Source: an optimization exercise on an open RTL-to-GDS flow (aim: small area). Production flows keep margins and buffers that such runs may drop. RTL that was checked went through simulation tests only; none was proved equivalent to the original. No driver is modelled on the clock port, so clocking that relies on it looks cheaper here than on a real chip. Power is estimated from default activity; no workload was simulated.

==> inputs of run A <==
## fbsbdecoder
module fbsbdecoder(
    input pclk,
    input resetn,
    input rx,
    output [7:0] data_o,
    output dataValid,
    output sample,
    output parity_out
    );
    localparam [4:0] SH0 = 5'd1,  SH4 = 5'd5,  IDLE = 5'd0;
    localparam [4:0] SL0 = 5'd9,  SL4 = 5'd13, PEND = 5'd8;
    localparam [4:0] D0  = 5'd16, D7  = 5'd23, D8 = 5'd24, VER = 5'd25;
    reg [1:0] sync;
    reg [4:0] st;
    reg [5:0] cnt;
    reg       half;
    reg [1:0] vote;
    reg [4:0] dd;
    reg [10:0] h;
    reg [7:0] data;
    reg       par, pp;
    wire idle  = (st == IDLE);
    wire pend  = (st == PEND);
    wire scls  = ~st[4] & (st[2:0] != 3'd0) & ~(st[2] & st[1]);    
    wire dcls  = st[4] & ~(st[3] & st[0]);                
    wire ver   = (st == VER);
    wire lastg = st[2] & st[0];                           
    wire low   = st[3];                                   
    wire stuck = ~|h[10:9];
    assign sample = (scls & (dd == 5'd0)) | (dcls & (dd[4:2] == 3'd0) & ~(dd[1] & dd[0]));
    wire ev    = sample & (dd == 5'd0);                   
    wire cap   = sample;
    wire rxs   = sync[1];
    wire v3    = (vote == 2'd3);
    wire sdec  = scls & (cnt[2:0] == (lastg ? 3'd4 : 3'd5));
    wire spass = low ? ~v3 : (lastg ? vote[1] : v3);
    wire ddec  = dcls & ~half & (dd == 5'd24);
    wire ppdec = (st == D8) & half & (dd == 5'd0);
    wire last  = (cnt == 6'd35);
    wire sixth = dcls & half & (dd == 5'd0) & (st != D8);
    wire tmr   = cnt[5] & ~dcls;                          
    wire vb    = rxs ^ (dcls & ~half);
    wire [1:0] vinc = (vote == 2'd3) ? 2'd3 : vote + {1'b0, vb};
    always @(posedge pclk or negedge resetn) begin
        if (~resetn) begin
            sync <= 2'b0;
            st   <= IDLE;
            data <= 8'h0;
            par  <= 1'b0;
            pp   <= 1'b0;
            cnt[5] <= 1'b0;
        end else begin
            sync <= {sync[0], rx};
            if (idle) begin
                par <= 1'b0;
                if (&sync) begin
                    st   <= SH0;
                    data <= 8'h0;
                end
            end else if (pend) begin
                if (~|sync) st <= SL0;
            end else if (sdec) begin
                if (spass) st <= lastg ? (low ? D0 : PEND) : st + 5'd1;
                else       st <= (st == SL0) ? SL0 : IDLE;
            end else if (ddec) begin
  ...
==> module fbsbdecoder, before the edit <==
module fbsbdecoder(
    input pclk,
    input resetn,
    input rx,
    output [7:0] data_o,
    output dataValid,
    output sample,
    output parity_out
    );
    localparam [4:0] SH0 = 5'd1,  SH4 = 5'd5,  IDLE = 5'd0;
    localparam [4:0] SL0 = 5'd9,  SL4 = 5'd13, PEND = 5'd8;
    localparam [4:0] D0  = 5'd16, D7  = 5'd23, D8 = 5'd24, VER = 5'd25;
    reg [1:0] sync;
    reg [4:0] st;
    reg [5:0] cnt;
    reg       half;
    reg [1:0] vote;
    reg [4:0] dd;
    reg [10:0] h;
    reg [7:0] data;
    reg       par, pp;
    wire idle  = (st == IDLE);
    wire pend  = (st == PEND);
    wire scls  = ~st[4] & (st[2:0] != 3'd0) & ~(st[2] & st[1]);    
    wire dcls  = st[4] & ~(st[3] & st[0]);                
    wire ver   = (st == VER);
    wire lastg = st[2] & st[0];                           
    wire low   = st[3];                                   
    wire stuck = ~|h[10:9];
    assign sample = (scls & (dd == 5'd0)) | (dcls & (dd[4:2] == 3'd0) & ~(dd[1] & dd[0]));
    wire ev    = sample & (dd == 5'd0);                   
    wire cap   = sample;
    wire rxs   = sync[1];
    wire v3    = (vote == 2'd3);
    wire sdec  = scls & (cnt[2:0] == (lastg ? 3'd4 : 3'd5));
    wire spass = low ? ~v3 : (lastg ? vote[1] : v3);
    wire ddec  = dcls & ~half & (dd == 5'd24);
    wire ppdec = (st == D8) & half & (dd == 5'd0);
    wire last  = (cnt == 6'd35);
    wire sixth = dcls & half & (dd == 5'd0) & (st != D8);
    wire tmr   = cnt[5] & ~dcls;                          
    wire vb    = rxs ^ (dcls & ~half);
    wire [1:0] vinc = (vote == 2'd3) ? 2'd3 : vote + {1'b0, vb};
    always @(posedge pclk or negedge resetn) begin
        if (~resetn) begin
            sync <= 2'b0;
            st   <= IDLE;
            data <= 8'h0;
            par  <= 1'b0;
            pp   <= 1'b0;
            cnt[5] <= 1'b0;
        end else begin
            sync <= {sync[0], rx};
            if (idle) begin
                par <= 1'b0;
                if (&sync) begin
                    st   <= SH0;
                    data <= 8'h0;
                end
            end else if (pend) begin
                if (~|sync) st <= SL0;
            end else if (sdec) begin
                if (spass) st <= lastg ? (low ? D0 : PEND) : st + 5'd1;
                else       st <= (st == SL0) ? SL0 : IDLE;
            end else if (ddec) begin
                if (st == D8) begin
                    st  <= last ? VER : D0;
                end else begin
                    st <= st + 5'd1;
                    data[~st[2:0]] <= vote[1];
                    par <= (st == D0) ? vote[1] : par ^ vote[1];
                end
            end else if (ver) begin
                if (dd == 5'd21) st <= IDLE;
            end
            if (ppdec) pp <= v3;
            if (tmr)
                cnt[5] <= ~(cnt[3] & cnt[0]);
            else if (idle | sdec)
                cnt[5] <= 1'b0;
            else if ((scls & cap) | ((st == D8) & ddec))
                cnt[5] <= cnt[5] ^ (&cnt[4:0]);
        end
    end
    always @(posedge pclk) begin
        if (idle | pend)
            dd <= 5'd9;
        else if (ev)
            dd <= dcls ? 5'd24 : ((st == SL4) & (cnt[2:0] == 3'd3)) ? 5'd18 : 5'd9;
        else if (~(stuck & (dd == 5'd3)))
            dd <= dd - 5'd1;
        if (idle | pend)
            h <= 11'd737;
        else if (ev & (dcls ? half : (cnt[2:0] == 3'd2)))
            h <= h + 11'd1;
        if (tmr ? (cnt[3] & cnt[0]) : (idle | sdec))
            cnt[4:0] <= 5'd0;
        else if (tmr | (scls & cap) | ((st == D8) & ddec))
            cnt[4:0] <= cnt[4:0] + 5'd1;
        if (idle | sdec)
            vote <= 2'd0;
        else if (ddec)
            vote <= (st == D7) ? {1'b0, vote[0]} : 2'd0;
        else if (cap)
            vote <= sixth ? {vinc == 2'd3, rxs} : vinc;
        if (~dcls)
            half <= 1'b0;
        else if (ev)
            half <= ~half;
    end
    assign data_o     = data;
    assign dataValid  = ((st == D0) & ~half & (dd == 5'd18)) | (tmr & cnt[3] & cnt[0]);
    assign parity_out = par ^ pp;
endmodule
Settings: LEC_CHECK=0, CAP_MARGIN=0, CORE_AREA=4 4 68 68, DIE_AREA=0 0 72 72, PLACE_DENSITY=0.85, SLEW_MARGIN=0; clock period 10.0 ns.
standard.sh (not shown) runs the stock make flow with config.mk's settings and CLKGATE_MAP_FILE= SYNTH_SCRIPT=/design/flow/synth_recipe.tcl, a recipe that flattens the netlist after the stock synthesis.
==> flow/flow/run.sh <==
#!/bin/bash
set -euo pipefail
W=$(pwd)
F=$W/flow
# ORFS synth.tcl with the abc call's script swapped for flow/area.abc
sed 's#^  log_cmd abc {\*}\$abc_args#  set abc_args [lreplace $abc_args 1 1 $::env(OWN_ABC_SCRIPT)]\n  log_cmd abc {*}$abc_args#' \
  "$FLOW_HOME/scripts/synth.tcl" > "$W/own_synth_body.tcl"
grep -q OWN_ABC_SCRIPT "$W/own_synth_body.tcl"
sed "s#\$::env(SCRIPTS_DIR)/synth.tcl#$W/own_synth_body.tcl#" "$W/synth_recipe.tcl" > "$W/own_synth.tcl"
grep -q own_synth_body "$W/own_synth.tcl"
export OWN_ABC_SCRIPT=$F/area.abc
export BUFFER_PORTS_ARGS="-buffer_cell sky130_fd_sc_hd__buf_1"
export POST_CTS_TCL=$F/post_cts.tcl
export CTS_ARGS="-sink_clustering_enable -repair_clock_nets -dont_use_dummy_load -buf_list {sky130_fd_sc_hd__clkbuf_8}"
bash "$W/standard.sh" SYNTH_SCRIPT="$W/own_synth.tcl" ADDER_MAP_FILE= finish > "$W/flow_make.log" 2>&1
==> flow/flow/area.abc <==
strash
ifraig
scorr
dc2
strash
&get -n
&deepsyn -I 8 -J 200
&put
dc2
strash
&get -n
&dch -f
&nf -R 1000
&put
&get -n
&dch -f
&nf -R 1000
&put
topo
stime -c
==> flow/flow/post_cts.tcl <==
estimate_parasitics -placement
proc clk_slew_max {} {
  set m 0.0
  foreach pin [get_pins -of_objects [all_registers] -filter "is_clock==1"] {
    foreach p {slew_max_rise slew_max_fall} {
      set v [get_property $pin $p]
      if {$v > $m} { set m $v }
    }
  }
  return $m
}
set limit 0.112
set sizes {sky130_fd_sc_hd__clkbuf_2 sky130_fd_sc_hd__clkbuf_4 sky130_fd_sc_hd__clkbuf_8 sky130_fd_sc_hd__clkbuf_16}
puts "post_cts: clock pin slew before [clk_slew_max]"
foreach inst [get_cells -filter "ref_name=~sky130_fd_sc_hd__clkbuf_*"] {
  set name [get_full_name $inst]
  if {![string match clkbuf_* $name]} { continue }
  set orig [get_property $inst ref_name]
  foreach s $sizes {
    if {$s eq $orig} { break }
    replace_cell $inst $s
    estimate_parasitics -placement
    if {[clk_slew_max] <= $limit} { puts "post_cts: $name $orig -> $s"; set orig $s; break }
    replace_cell $inst $orig
    estimate_parasitics -placement
  }
}
puts "post_cts: clock pin slew after [clk_slew_max]"
==> run P: changes against run A <==
--- a/flow/design.v
+++ b/flow/design.v
@@ -41,3 +41,3 @@
     wire sixth = dcls & half & (dd == 5'd0) & (st != D8);
-    wire tmr   = cnt[5] & ~dcls;                          
+    wire tmode = idle | ((st == SH0) & (cnt[2:0] == 3'd0));
     wire vb    = rxs ^ (dcls & ~half);
@@ -51,3 +51,3 @@
             pp   <= 1'b0;
-            cnt[5] <= 1'b0;
+            vote <= 2'd0;
         end else begin
@@ -77,8 +77,12 @@
             if (ppdec) pp <= v3;
-            if (tmr)
-                cnt[5] <= ~(cnt[3] & cnt[0]);
-            else if (idle | sdec)
-                cnt[5] <= 1'b0;
-            else if ((scls & cap) | ((st == D8) & ddec))
-                cnt[5] <= cnt[5] ^ (&cnt[4:0]);
+            if (sdec)
+                vote <= 2'd0;
+            else if (ddec)
+                vote <= (st == D7) ? {1'b0, vote[0]} : 2'd0;
+            else if (ver)
+                vote <= {1'b0, dd == 5'd21};
+            else if (cap)
+                vote <= sixth ? {vinc == 2'd3, rxs} : vinc;
+            else if (tmode)
+                vote <= vote + {1'b0, |vote};
         end
@@ -96,12 +100,6 @@
             h <= h + 11'd1;
-        if (tmr ? (cnt[3] & cnt[0]) : (idle | sdec))
-            cnt[4:0] <= 5'd0;
-        else if (tmr | (scls & cap) | ((st == D8) & ddec))
-            cnt[4:0] <= cnt[4:0] + 5'd1;
-        if (idle | sdec)
-            vote <= 2'd0;
-        else if (ddec)
-            vote <= (st == D7) ? {1'b0, vote[0]} : 2'd0;
-        else if (cap)
-            vote <= sixth ? {vinc == 2'd3, rxs} : vinc;
+        if (idle | (scls & sdec))
+            cnt <= 6'd0;
+        else if ((scls & cap) | ((st == D8) & ddec))
+            cnt <= cnt + 6'd1;
         if (~dcls)
@@ -112,3 +110,3 @@
     assign data_o     = data;
-    assign dataValid  = ((st == D0) & ~half & (dd == 5'd18)) | (tmr & cnt[3] & cnt[0]);
+    assign dataValid  = ((st == D0) & ~half & (dd == 5'd18)) | (tmode & (vote == 2'd3));
     assign parity_out = par ^ pp;
--- a/flow/flow/run.sh
+++ b/flow/flow/run.sh
@@ -1,2 +1,11 @@
 #!/bin/bash
+# Own layout flow: the standard ORFS flow (standard.sh) with two changes to synthesis
+# and two to placement/CTS:
+#  - the combinational logic is mapped with an area-oriented ABC script (flow/area.abc)
+#    instead of ORFS's speed script, and adders are left to ABC (no ha/fa cell mapping);
+#    everything else in synthesis, including register mapping and naming, is the standard
+#    synthesis (synth_recipe.tcl sourcing ORFS's synth.tcl, patched only at the abc call);
+#  - ports are buffered with buf_1 instead of the default clkdlybuf4s50_1;
+#  - CTS uses small clock buffers and no dummy loads.
+# Each tool's output goes to the ORFS logs under orfs/logs; make's output to flow_make.log.
 set -euo pipefail
@@ -12,3 +21,2 @@
 export BUFFER_PORTS_ARGS="-buffer_cell sky130_fd_sc_hd__buf_1"
-export POST_CTS_TCL=$F/post_cts.tcl
 export CTS_ARGS="-sink_clustering_enable -repair_clock_nets -dont_use_dummy_load -buf_list {sky130_fd_sc_hd__clkbuf_8}"
--- a/flow/flow/area.abc
+++ b/flow/flow/area.abc
@@ -6,3 +6,3 @@
 &get -n
-&deepsyn -I 8 -J 200
+&deepsyn -T 30
 &put
PLACE_DENSITY = 0.6   (was 0.85)
removed: flow/flow/post_cts.tcl
==> run E: changes against run A <==
==> flow/design.v (replaced) <==
`timescale 1ns / 1ps
module fbsbdecoder(
    input pclk,
    input resetn,
    input rx,
    output [7:0] data_o,
    output dataValid,
    output sample,
    output parity_out
    );
    localparam [4:0] SH0 = 5'd0,  SH4 = 5'd4,  IDLE = 5'd7;
    localparam [4:0] SL0 = 5'd8,  SL4 = 5'd12, PEND = 5'd15;
    localparam [4:0] D0  = 5'd16, D7  = 5'd23, D8 = 5'd24, VER = 5'd25;
    reg [1:0] sync;
    reg       s2;
    reg [4:0] st;
    reg [5:0] cnt;
    reg       half;
    reg [1:0] vote;
    reg [4:0] dd;
    reg [13:0] r;
    reg [7:0] data;
    reg       par, pp;
    reg [2:0] tmr;
    wire idle  = (st == IDLE);
    wire pend  = (st == PEND);
    wire scls  = ~st[4] & ~(st[2] & (st[1] | st[0]));    
    wire dcls  = st[4] & ~(st[3] & st[0]);                
    wire ver   = (st == VER);
    wire lastg = st[2];                                   
    wire low   = st[3];                                   
    wire stuck = ~|r[13:3];
    assign sample = (scls & (dd == 5'd0)) | (dcls & (dd[4:2] == 3'd0) & ~(dd[1] & dd[0]));
    wire ev    = sample & (dd == 5'd0);                   
    wire cap   = sample;
    wire rxs   = sync[1];
    wire v3    = (vote == 2'd3);
    wire sdec  = scls & (cnt[2:0] == (lastg ? 3'd4 : 3'd5));
    wire spass = low ? ~v3 : (lastg ? vote[1] : v3);
    wire ddec  = dcls & ~half & (dd == 5'd24);
    wire ppdec = (st == D8) & half & (dd == 5'd0);
    wire last  = (cnt == 6'd35);
    wire vb    = rxs ^ (dcls & ~half);
    wire [1:0] vinc = (vote == 2'd3) ? 2'd3 : vote + {1'b0, vb};
    always @(posedge pclk or negedge resetn) begin
        if (~resetn) begin
            sync <= 2'b0;
            st   <= IDLE;
            data <= 8'h0;
            par  <= 1'b0;
            pp   <= 1'b0;
            tmr  <= 3'd0;
        end else begin
            sync <= {sync[0], rx};
            tmr  <= tmr + {2'b0, |tmr};
            if (idle) begin
                par <= 1'b0;
                if (&sync) begin
                    st   <= SH0;
                    data <= 8'h0;
                end
            end else if (pend) begin
                if (~|sync) st <= SL0;
            end else if (sdec) begin
                if (spass) st <= lastg ? (low ? D0 : PEND) : st + 5'd1;
                else       st <= (st == SL0) ? SL0 : IDLE;
            end else if (ddec) begin
                if (st == D8) begin
                    st  <= last ? VER : D0;
                    tmr <= 3'd2;
                end else begin
                    st <= st + 5'd1;
                    data[~st[2:0]] <= v3;
                    par <= (st == D0) ? v3 : par ^ v3;
                end
            end else if (ver) begin
                if (dd == 5'd21) st <= IDLE;
            end
            if (ppdec) pp <= v3;
        end
    end
    always @(posedge pclk) begin
        s2 <= rxs;
        if (idle | pend)
            dd <= 5'd9;
        else if (ev)
            dd <= dcls ? 5'd24 : ((st == SL4) & (cnt[2:0] == 3'd3)) ? 5'd18 : 5'd9;
        else if (~(stuck & (dd == 5'd3)))
            dd <= dd - 5'd1;
        if (idle | pend)
            r <= 14'd3278;
        else if (ev)
            r <= r + (dcls ? 14'd5 : ((st == SL4) & (cnt[2:0] == 3'd3)) ? 14'd3 : 14'd2);
        if (idle | (scls & sdec))
            cnt <= 6'd0;
        else if ((scls & cap) | ((st == D8) & ddec))
            cnt <= cnt + 6'd1;
        if (~dcls)
            half <= 1'b0;
        else if (ev)
            half <= ~half;
        if (idle | sdec)
            vote <= 2'd0;
        else if (ddec)
            vote <= (st == D7) ? {1'b0, s2} : 2'd0;
        else if (cap)
            vote <= vinc;
    end
    assign data_o     = data;
    assign dataValid  = &tmr;
    assign parity_out = par ^ pp;
endmodule
==> flow/run.sh (new file) <==
#!/bin/bash
# synth_recipe.tcl (not shown) runs the flow's synth.tcl, then flattens the netlist and writes it again
# the make line also repeats each setting of config.mk as NAME=value (left out here)
make -C /OpenROAD-flow-scripts/flow DESIGN_CONFIG=/design/flow/config.mk WORK_HOME=/design/flow/orfs CLKGATE_MAP_FILE= SYNTH_SCRIPT=/design/flow/synth_recipe.tcl finish
CAP_MARGIN = 20   (was 0)
CORE_AREA = unset   (was 4 4 68 68)
CORE_MARGIN = 2   (was unset)
CORE_UTILIZATION = 40   (was unset)
DIE_AREA = unset   (was 0 0 72 72)
PLACE_DENSITY = unset   (was 0.85)
SLEW_MARGIN = 20   (was 0)
removed: flow/flow/run.sh
removed: flow/flow/area.abc
removed: flow/flow/post_cts.tcl
removed: flow/standard.sh
==> results.txt <==
Achievable clock frequency: run P 222 MHz; run E 213 MHz; run A 238 MHz
Clock group: run P 0.0963 mW; run E 0.139 mW; run A 0.0742 mW
Critical path's largest stage delay: run P 0.56 ns; run E 0.65 ns; run A 0.50 ns
Final standard cell count with taps included and fillers excluded: run P 294; run E 456; run A 287
Placed instance count: run P 289; run E 448; run A 282
Met2 WL post-DR: run P 2.17 mm; run E 3.01 mm; run A 1.90 mm
Internal power: run P 0.295 mW; run E 0.264 mW; run A 0.239 mW
Slack of the worst reg-to-reg path: run P 6.57 ns; run E 6.98 ns; run A 6.81 ns
Global-route wire length before repair: run P 8.28 mm; run E 11.8 mm; run A 7.25 mm
Proportion of cell area occupied by multi-input gates: run P 0.473; run E 0.551; run A 0.459
Comb_multi_in: run P 181; run E 267; run A 170
Power in sequential cells: run P 0.234 mW; run E 0.197 mW; run A 0.216 mW
Status: run P no timing/DRC/antenna violations; run E no timing/DRC/antenna violations; run A no timing/DRC/antenna violations
Initial core utilization: run P 0.494; run E 0.407; run A 0.479
# clock sinks: run P 42; run E 49; run A 42
Critical path destination: run P dataValid; run E sample; run A sample
Number of buffer and inverter instances along the worst setup path: run P 1; run E 3; run A 2
Routed Wire Length: run P 4.87 mm; run E 6.78 mm; run A 4.18 mm
Width of the die: run P 72 microns; run E 92.0 microns; run A 72 microns
Final std cell area, no fill: run P 2140 sq um; run E 3380 sq um; run A 2050 sq um
Reg area: run P 936 sq um; run E 1080 sq um; run A 931 sq um
Clock-pin slew on the worst setup and hold paths: run P 0.06 ns; run E 0.09 ns; run A 0.10 ns
Leading cell type in the layout, fill and taps excluded: run P sky130_fd_sc_hd__a21oi_1; run E sky130_fd_sc_hd__nand2_1; run A sky130_fd_sc_hd__nor2_1
Final-layout fill cell count: run P 384; run E 744; run A 377
Number of logic inverters in the finished layout: run P 3; run E 17; run A 7
No functional check of the RTL was part of run E.

==> what the ideal ports hide <==
Ports are ideal in the flow. The routed layouts listed here were re-timed in OpenROAD. Step 1 assumes that a clkbuf_16 drives the clock port and a buf_2 every other input. Step 2, shift: input delay + t, output delay - t, t = (earliest + latest rising clock arrival at the registers) / 2. This alone moves slack from input paths to output paths. a / b / c = no drivers / after step 1 / after step 2; a / b = the first two.
run | shift t [ns] | slack for setup (ns) | hold WS [ns] | cell pins on the clock port's net
run A | 0.398 | 5.806 / 5.784 / 6.182 | 0.400 / 0.400 / 0.400 | 1
run P | 0.312 | 5.499 / 5.470 / 5.782 | 0.435 / 0.435 / 0.435 | 1
run E | 0.333 | 5.300 / 5.270 / 5.602 | 0.403 / 0.403 / 0.403 | 1
After both steps every run listed still meets setup and hold.
